This design comes from an exercise in tuning for small area on the open sky130 flow, not from production work.
Function was checked by simulation only, so behaviour that the tests miss may differ from the original.
Power and IR drop assume default switching activity.

==> v32: inputs <==
// CannyEdge
module CannyEdge(dAddrRegRow, dAddrRegCol, bWE, bCE, InData, OutData,
	OPMode, bOPEnable, dReadReg, dWriteReg,	clk, rst_b);
input 	[2:0]	dAddrRegRow, dAddrRegCol;
input		bWE, bCE;
input 	[7:0] 	InData;
output 	[7:0] 	OutData;
reg     [7:0] 	OutData;
input 	[2:0]	OPMode;
input 		bOPEnable;
input 	[3:0]	dReadReg, dWriteReg;
input		clk, rst_b;
wire cmd_wr = rst_b & ~bCE & ~bWE;
wire cmd_rd = rst_b & ~bCE &  bWE;
wire cmd_op = rst_b &  bCE & ~bOPEnable;
wire cmd_cl = bCE & bOPEnable;
wire op0 = cmd_op & (OPMode == 3'd0);
wire op1 = cmd_op & (OPMode == 3'd1);
wire op2 = cmd_op & (OPMode == 3'd2);
wire op3 = cmd_op & (OPMode == 3'd3);
reg [2:0] cnt;
always @(posedge clk or negedge rst_b)
	if (!rst_b)
		cnt <= 3'd0;
	else if (cmd_cl)
		cnt <= 3'd0;
	else if (cmd_op & ~cnt[2])
		cnt <= cnt + 3'd1;
wire [2:0] r = dAddrRegRow, c = dAddrRegCol;
wire [4:0] rs = { r[2], r[1] & r[0], r[1] & ~r[0], ~r[1] & r[0], ~(r[2] | r[1] | r[0]) };
wire [4:0] cs = { c[2], c[1] & c[0], c[1] & ~c[0], ~c[1] & c[0], ~(c[2] | c[1] | c[0]) };
wire [24:0] es;	 
  ...
Settings: LEC_CHECK=0, CAP_MARGIN=20, CORE_MARGIN=2, CORE_UTILIZATION=70, CTS_BUF_LIST=sky130_fd_sc_hd__clkbuf_8, CTS_CLUSTER_DIAMETER=60, CTS_CLUSTER_SIZE=12, PLACE_DENSITY=0.8, SLEW_MARGIN=20; clock period 12.0 ns.
run.sh (not shown) runs the stock make flow with config.mk's settings and CLKGATE_MAP_FILE= SYNTH_SCRIPT=/design/flow/synth_recipe.tcl, a recipe that flattens the netlist after the stock synthesis.
==> v12: changes against v32 <==
==> flow/config.mk (replaced) <==
export PLATFORM = sky130hd
export DESIGN_NAME = CannyEdge
export DESIGN_NICKNAME = CannyEdge
export VERILOG_FILES = /design/flow/design.v
export SDC_FILE = /design/flow/constraint.sdc
export NUM_CORES = 4
export LEC_CHECK = 0
export CAP_MARGIN = 0
export CORE_MARGIN = 2
export CORE_UTILIZATION = 40
export CTS_BUF_LIST = sky130_fd_sc_hd__clkbuf_8
export CTS_CLUSTER_SIZE = 30
export SLEW_MARGIN = 0
==> notes <==
- Count of clock-buffer cells in the layout: v32 is lower than v12 (15).
- Synthesized area is the same in v12 and v32.
- In v12 the utilization is lower than in v32, by 31 points.
- Of v12 and v32, v32 has the higher sequential share of layout area (gap 1.6 points).
- Sequential power is about the same in v32 and v12.
- Between v32 and v12, the lower clock power is in v32 (gap 29%, measured against v12).

* * *

==> inputs of build 28 <==
CannyEdge again, from the RTL that the note above started with.
==> flow/config.mk <==
export PLATFORM = sky130hd
export DESIGN_NAME = CannyEdge
export DESIGN_NICKNAME = CannyEdge
export VERILOG_FILES = /design/flow/design.v
export SDC_FILE = /design/flow/constraint.sdc
export NUM_CORES = 4
export LEC_CHECK = 0
export CAP_MARGIN = 20
export CORE_MARGIN = 2
export CORE_UTILIZATION = 70
export CTS_BUF_LIST = sky130_fd_sc_hd__clkbuf_16
export CTS_CLUSTER_DIAMETER = 100
export CTS_CLUSTER_SIZE = 20
export PLACE_DENSITY = 0.8
export SLEW_MARGIN = 20
==> flow/constraint.sdc <==
create_clock -name core_clock -period 12.0 [get_ports {clk}]
set_input_delay 2.4000 -clock core_clock [delete_from_list [all_inputs] [get_ports {clk}]]
set_output_delay 2.4000 -clock core_clock [all_outputs]
set_load 0.01 [all_outputs]
==> inputs of trial 22, as changes to build 28 <==
--- a/flow/config.mk
+++ b/flow/config.mk
@@ -9,7 +9,3 @@
 export CORE_MARGIN = 2
-export CORE_UTILIZATION = 70
-export CTS_BUF_LIST = sky130_fd_sc_hd__clkbuf_16
-export CTS_CLUSTER_DIAMETER = 100
-export CTS_CLUSTER_SIZE = 20
-export PLACE_DENSITY = 0.8
+export CORE_UTILIZATION = 40
 export SLEW_MARGIN = 20
==> results.txt <==
Build 28 produced a clean layout. Trial 22 completed without violations. Synthesized area is the same in build 28 and trial 22. Of trial 22 and build 28, trial 22 has the higher non-clock buffer count (gap 8). In build 28 the combinational power is larger than in trial 22, by about 7%. Between trial 22 and build 28, the lower count of clock-buffer cells in the layout is in build 28 (gap 15). Of build 28 and trial 22, trial 22 has the higher design area (gap about 4%, measured against trial 22). Of trial 22 and build 28, trial 22 has the higher worst hold slack (gap 0.0072 ns). Sequential cell count is the same in trial 22 and build 28.

* * *

==> run a <==
CannyEdge, a different RTL version from the one above (not shown whole).
## CannyEdge
module CannyEdge(dAddrRegRow, dAddrRegCol, bWE, bCE, InData, OutData,
	OPMode, bOPEnable, dReadReg, dWriteReg,	clk, rst_b);
==> flow/config.mk <==
export PLATFORM = sky130hd
export DESIGN_NAME = CannyEdge
export DESIGN_NICKNAME = CannyEdge
export VERILOG_FILES = /design/flow/design.v
export SDC_FILE = /design/flow/constraint.sdc
export NUM_CORES = 4
export LEC_CHECK = 0
export CAP_MARGIN = 20
export CORE_MARGIN = 2
export CORE_UTILIZATION = 70
export PLACE_DENSITY = 0.8
export SLEW_MARGIN = 20
==> flow/constraint.sdc <==
create_clock -name core_clock -period 12.0 [get_ports {clk}]
set_input_delay 2.4000 -clock core_clock [delete_from_list [all_inputs] [get_ports {clk}]]
set_output_delay 2.4000 -clock core_clock [all_outputs]
set_load 0.01 [all_outputs]
standard.sh (not shown) runs the stock make flow with config.mk's settings and CLKGATE_MAP_FILE= SYNTH_SCRIPT=/design/flow/synth_recipe.tcl, a recipe that flattens the netlist after the stock synthesis.
==> flow/flow/run.sh <==
#!/bin/bash
# Layout flow.
#  1. the standard synthesis (standard.sh synth).
#  2. The same synthesis script once more, with yosys synth's -noabc, so that
#     the full adders written in the RTL reach extract_fa unchanged (fewer
#     inverters), and with an area-oriented script (abc_map_area.script) for
#     the final ABC mapping. regmap.py checks that it has exactly the standard
#     synthesis's registers (paired by Q net, same cell types) and gives them
#     the standard instance names; if not, the standard netlist is used.
#  3. invopt.py removes inverters around full adders (same function, same
#     registers).
#  4. the standard layout from that netlist, with the port buffers made of
#     the smallest buffer and clock tree synthesis without dummy loads.
# Each tool's output goes to a log file of its own in this folder.
set -euo pipefail
R="$PWD/orfs/results/sky130hd/CannyEdge/base"
bash standard.sh synth > synth.log 2>&1
cp "$R/1_2_yosys.v" std_1_2_yosys.v
{
  sed -n '1p' synth_recipe.tcl | sed 's/yosys synth -nofsm -noshare /yosys synth -nofsm -noshare -noabc /'
  echo 'proc abc {args} {'
  echo '  set i [lsearch $args -script]'
  echo "  if { \$i >= 0 } { lset args [expr {\$i + 1}] $PWD/flow/abc_map_area.script }"
  echo '  yosys abc {*}$args'
  echo '}'
  sed -n '2,$p' synth_recipe.tcl
} > synth_noabc.tcl
sed -e "s|SYNTH_SCRIPT=[^ ]*|SYNTH_SCRIPT=$PWD/synth_noabc.tcl|" \
    -e "s|WORK_HOME=[^ ]*|WORK_HOME=$PWD/orfs_alt|" standard.sh > standard_alt.sh
SRC=std_1_2_yosys.v
if bash standard_alt.sh synth > synth_alt.log 2>&1 &&
   python3 flow/regmap.py std_1_2_yosys.v orfs_alt/results/sky130hd/CannyEdge/base/1_2_yosys.v alt_1_2_yosys.v > regmap.log 2>&1; then
  SRC=alt_1_2_yosys.v
fi
echo "netlist: $SRC" >> regmap.log
python3 flow/invopt.py "$SRC" "$R/1_2_yosys.v" > invopt.log 2>&1
rm -f "$R/1_synth.odb" "$R/1_synth.sdc"
export BUFFER_PORTS_ARGS="-buffer_cell sky130_fd_sc_hd__buf_1"
export CTS_ARGS="-sink_clustering_enable -repair_clock_nets -sink_clustering_size 8 -sink_clustering_max_diameter 50 -buf_list sky130_fd_sc_hd__clkbuf_4 -dont_use_dummy_load"
bash standard.sh > layout.log 2>&1
Other scripts of this flow, unchanged in this note and not shown: flow/flow/abc_map_area.script, flow/flow/invopt.py, flow/flow/regmap.py
==> inputs of run b, as changes to run a <==
--- a/flow/flow/run.sh
+++ b/flow/flow/run.sh
@@ -37,4 +37,4 @@
 rm -f "$R/1_synth.odb" "$R/1_synth.sdc"
 export BUFFER_PORTS_ARGS="-buffer_cell sky130_fd_sc_hd__buf_1"
-export CTS_ARGS="-sink_clustering_enable -repair_clock_nets -sink_clustering_size 8 -sink_clustering_max_diameter 50 -buf_list sky130_fd_sc_hd__clkbuf_4 -dont_use_dummy_load"
+export CTS_ARGS="-sink_clustering_enable -repair_clock_nets -sink_clustering_size 14 -sink_clustering_max_diameter 80 -buf_list sky130_fd_sc_hd__clkbuf_8 -dont_use_dummy_load"
 bash standard.sh > layout.log 2>&1
==> comparison <==
Against run a, the via count of run b is smaller by about 2.5%.
Power is about the same in run b and run a.
Of run b and run a, run a has the higher register-to-register slack (gap 0.03 ns).
Clock-buffer cell count: run b is lower than run a (16).
Of run b and run a, run a has the higher final cell count (gap 1.1%, measured against run a).
Non-clock buffer count is the same in run b and run a.

* * *

==> inputs of wip/harbor <==
CannyEdge with an RTL version that a note above also has.
==> flow/config.mk <==
export PLATFORM = sky130hd
export DESIGN_NAME = CannyEdge
export DESIGN_NICKNAME = CannyEdge
export VERILOG_FILES = /design/flow/design.v
export SDC_FILE = /design/flow/constraint.sdc
export NUM_CORES = 4
export LEC_CHECK = 0
export CAP_MARGIN = 20
export CORE_MARGIN = 2
export CORE_UTILIZATION = 80
export CTS_BUF_LIST = sky130_fd_sc_hd__clkbuf_16
export CTS_CLUSTER_DIAMETER = 100
export CTS_CLUSTER_SIZE = 20
export PLACE_DENSITY = 0.9
export SLEW_MARGIN = 20
==> flow/constraint.sdc <==
create_clock -name core_clock -period 12.0 [get_ports {clk}]
set_input_delay 2.4000 -clock core_clock [delete_from_list [all_inputs] [get_ports {clk}]]
set_output_delay 2.4000 -clock core_clock [all_outputs]
set_load 0.01 [all_outputs]
==> flow/flow/run.sh <==
#!/bin/bash
# Layout flow.
#  1. the standard synthesis (standard.sh synth).
#  2. The same synthesis script once more, with yosys synth's -noabc, so that
#     the full adders written in the RTL reach extract_fa unchanged (fewer
#     inverters). regmap.py checks that it has exactly the standard
#     synthesis's registers (paired by Q net, same cell types) and gives them
#     the standard instance names; if not, the standard netlist is used.
#  3. invopt.py removes inverters around full adders (same function, same
#     registers).
#  4. the standard layout from that netlist, with the port buffers made of
#     the smallest buffer and clock tree synthesis without dummy loads.
# Each tool's output goes to a log file of its own in this folder.
set -euo pipefail
R="$PWD/orfs/results/sky130hd/CannyEdge/base"
bash standard.sh synth > synth.log 2>&1
cp "$R/1_2_yosys.v" std_1_2_yosys.v
sed 's/yosys synth -nofsm -noshare /yosys synth -nofsm -noshare -noabc /' synth_recipe.tcl > synth_noabc.tcl
sed -e "s|SYNTH_SCRIPT=[^ ]*|SYNTH_SCRIPT=$PWD/synth_noabc.tcl|" \
    -e "s|WORK_HOME=[^ ]*|WORK_HOME=$PWD/orfs_alt|" standard.sh > standard_alt.sh
SRC=std_1_2_yosys.v
if bash standard_alt.sh synth > synth_alt.log 2>&1 &&
   python3 flow/regmap.py std_1_2_yosys.v orfs_alt/results/sky130hd/CannyEdge/base/1_2_yosys.v alt_1_2_yosys.v > regmap.log 2>&1; then
  SRC=alt_1_2_yosys.v
fi
echo "netlist: $SRC" >> regmap.log
python3 flow/invopt.py "$SRC" "$R/1_2_yosys.v" > invopt.log 2>&1
rm -f "$R/1_synth.odb" "$R/1_synth.sdc"
export BUFFER_PORTS_ARGS="-buffer_cell sky130_fd_sc_hd__buf_1"
export CTS_ARGS="-sink_clustering_enable -repair_clock_nets -sink_clustering_size 20 -sink_clustering_max_diameter 100 -buf_list sky130_fd_sc_hd__clkbuf_16 -dont_use_dummy_load"
bash standard.sh > layout.log 2>&1
Other scripts of this flow, unchanged in this note and not shown: flow/flow/invopt.py, flow/flow/regmap.py
==> wip/delta: changes against wip/harbor <==
--- a/flow/flow/run.sh
+++ b/flow/flow/run.sh
@@ -10,5 +10,5 @@
 #     registers).
 #  4. the standard layout from that netlist, with the port buffers made of
-#     the smallest buffer and clock tree synthesis without dummy loads.
+#     the smallest buffer.
 # Each tool's output goes to a log file of its own in this folder.
 set -euo pipefail
@@ -28,4 +28,3 @@
 rm -f "$R/1_synth.odb" "$R/1_synth.sdc"
 export BUFFER_PORTS_ARGS="-buffer_cell sky130_fd_sc_hd__buf_1"
-export CTS_ARGS="-sink_clustering_enable -repair_clock_nets -sink_clustering_size 20 -sink_clustering_max_diameter 100 -buf_list sky130_fd_sc_hd__clkbuf_16 -dont_use_dummy_load"
 bash standard.sh > layout.log 2>&1
--- a/flow/config.mk
+++ b/flow/config.mk
@@ -8,8 +8,8 @@
 export CAP_MARGIN = 20
 export CORE_MARGIN = 2
-export CORE_UTILIZATION = 80
+export CORE_UTILIZATION = 70
 export CTS_BUF_LIST = sky130_fd_sc_hd__clkbuf_16
 export CTS_CLUSTER_DIAMETER = 100
 export CTS_CLUSTER_SIZE = 20
-export PLACE_DENSITY = 0.9
+export PLACE_DENSITY = 0.8
 export SLEW_MARGIN = 20
==> reports/summary.txt <==
Met1 WL -> 13850 um
Number of fillers in the final layout -> 978
Status -> finished clean
Clk. pwr -> 0.516 mW
Sw Pwr -> 1.082 mW
Core area -> 0.01933 sq mm
Share of layout cells above drive strength 1 -> 4.289%
Length of routed met2 wiring -> 19980 um
DRT Wirelength -> 42570 um
DR vias/cell -> 7.223
Commonest cells after routing, fill and taps aside -> edfxtp_1, fa_1, inv_1
Worst-path clk slew -> 0.08 ns
Pwr/cell area -> 188.1 mW/mm^2
Combinational share of power -> 46.5%
Highest routed metal layer -> met5
The numbers above come from wip/harbor.

==> reports/summary.txt <==
Status -> finished clean
Final Cycle Share -> 79.60%
Sw Pwr -> 1.070 mW
Length of routed met2 wiring -> 18680 um
Highest routed metal layer -> met4
Number of fillers in the final layout -> 1365
Final hold violation count -> 0
Clk. pwr -> 0.527 mW
Commonest cells after routing, fill and taps aside -> edfxtp_1, fa_1, inv_1
Combinational share of power -> 45.9%
Met1 WL -> 15440 um
Share of layout cells above drive strength 1 -> 4.519%
Row count -> 54
Pwr/cell area -> 186.5 mW/mm^2
DRT Wirelength -> 41120 um
Worst-path clk slew -> 0.09 ns
Critical path endpoint category -> register
The numbers above come from wip/delta.

what the ideal ports hide:
How much do the figures lean on ideal ports? The routed layouts below were timed once more, with nothing changed but the port constraints. Step 1, drivers: a clkbuf_16 drives clk and a buf_2 each remaining input, both assumed. Step 2, shift: input delay + t, output delay - t, t = (earliest + latest rising clock arrival at the registers) / 2. This alone moves slack from input paths to output paths. Three values: no drivers, after step 1, after step 2; two values: the first two.
| run | t, ns | slack for setup (ns) | worst setup path at the end |
|---|---|---|---|
| v32 | 0.649 | 2.425 / 2.448 / 1.800 | input to register |
| v12 | 0.634 | 2.229 / 2.258 / 1.624 | input to register |
| build 28 | 0.554 | 2.317 / 2.344 / 1.790 | input to register |
| trial 22 | 0.616 | 2.172 / 2.204 / 1.588 | input to register |
| run a | 0.677 | 1.310 / 1.329 / 0.652 | input to register |
| run b | 0.575 | 1.300 / 1.317 / 0.742 | input to register |
| wip/harbor | 0.538 | 2.283 / 2.303 / 1.765 | input to register |
| wip/delta | 0.548 | 2.448 / 2.472 / 1.924 | input to register |
After both steps every run listed still meets setup and hold. For run a, which loses most, drivers alone change the setup slack by +0.019 ns; drivers and shift together by -0.658 ns.
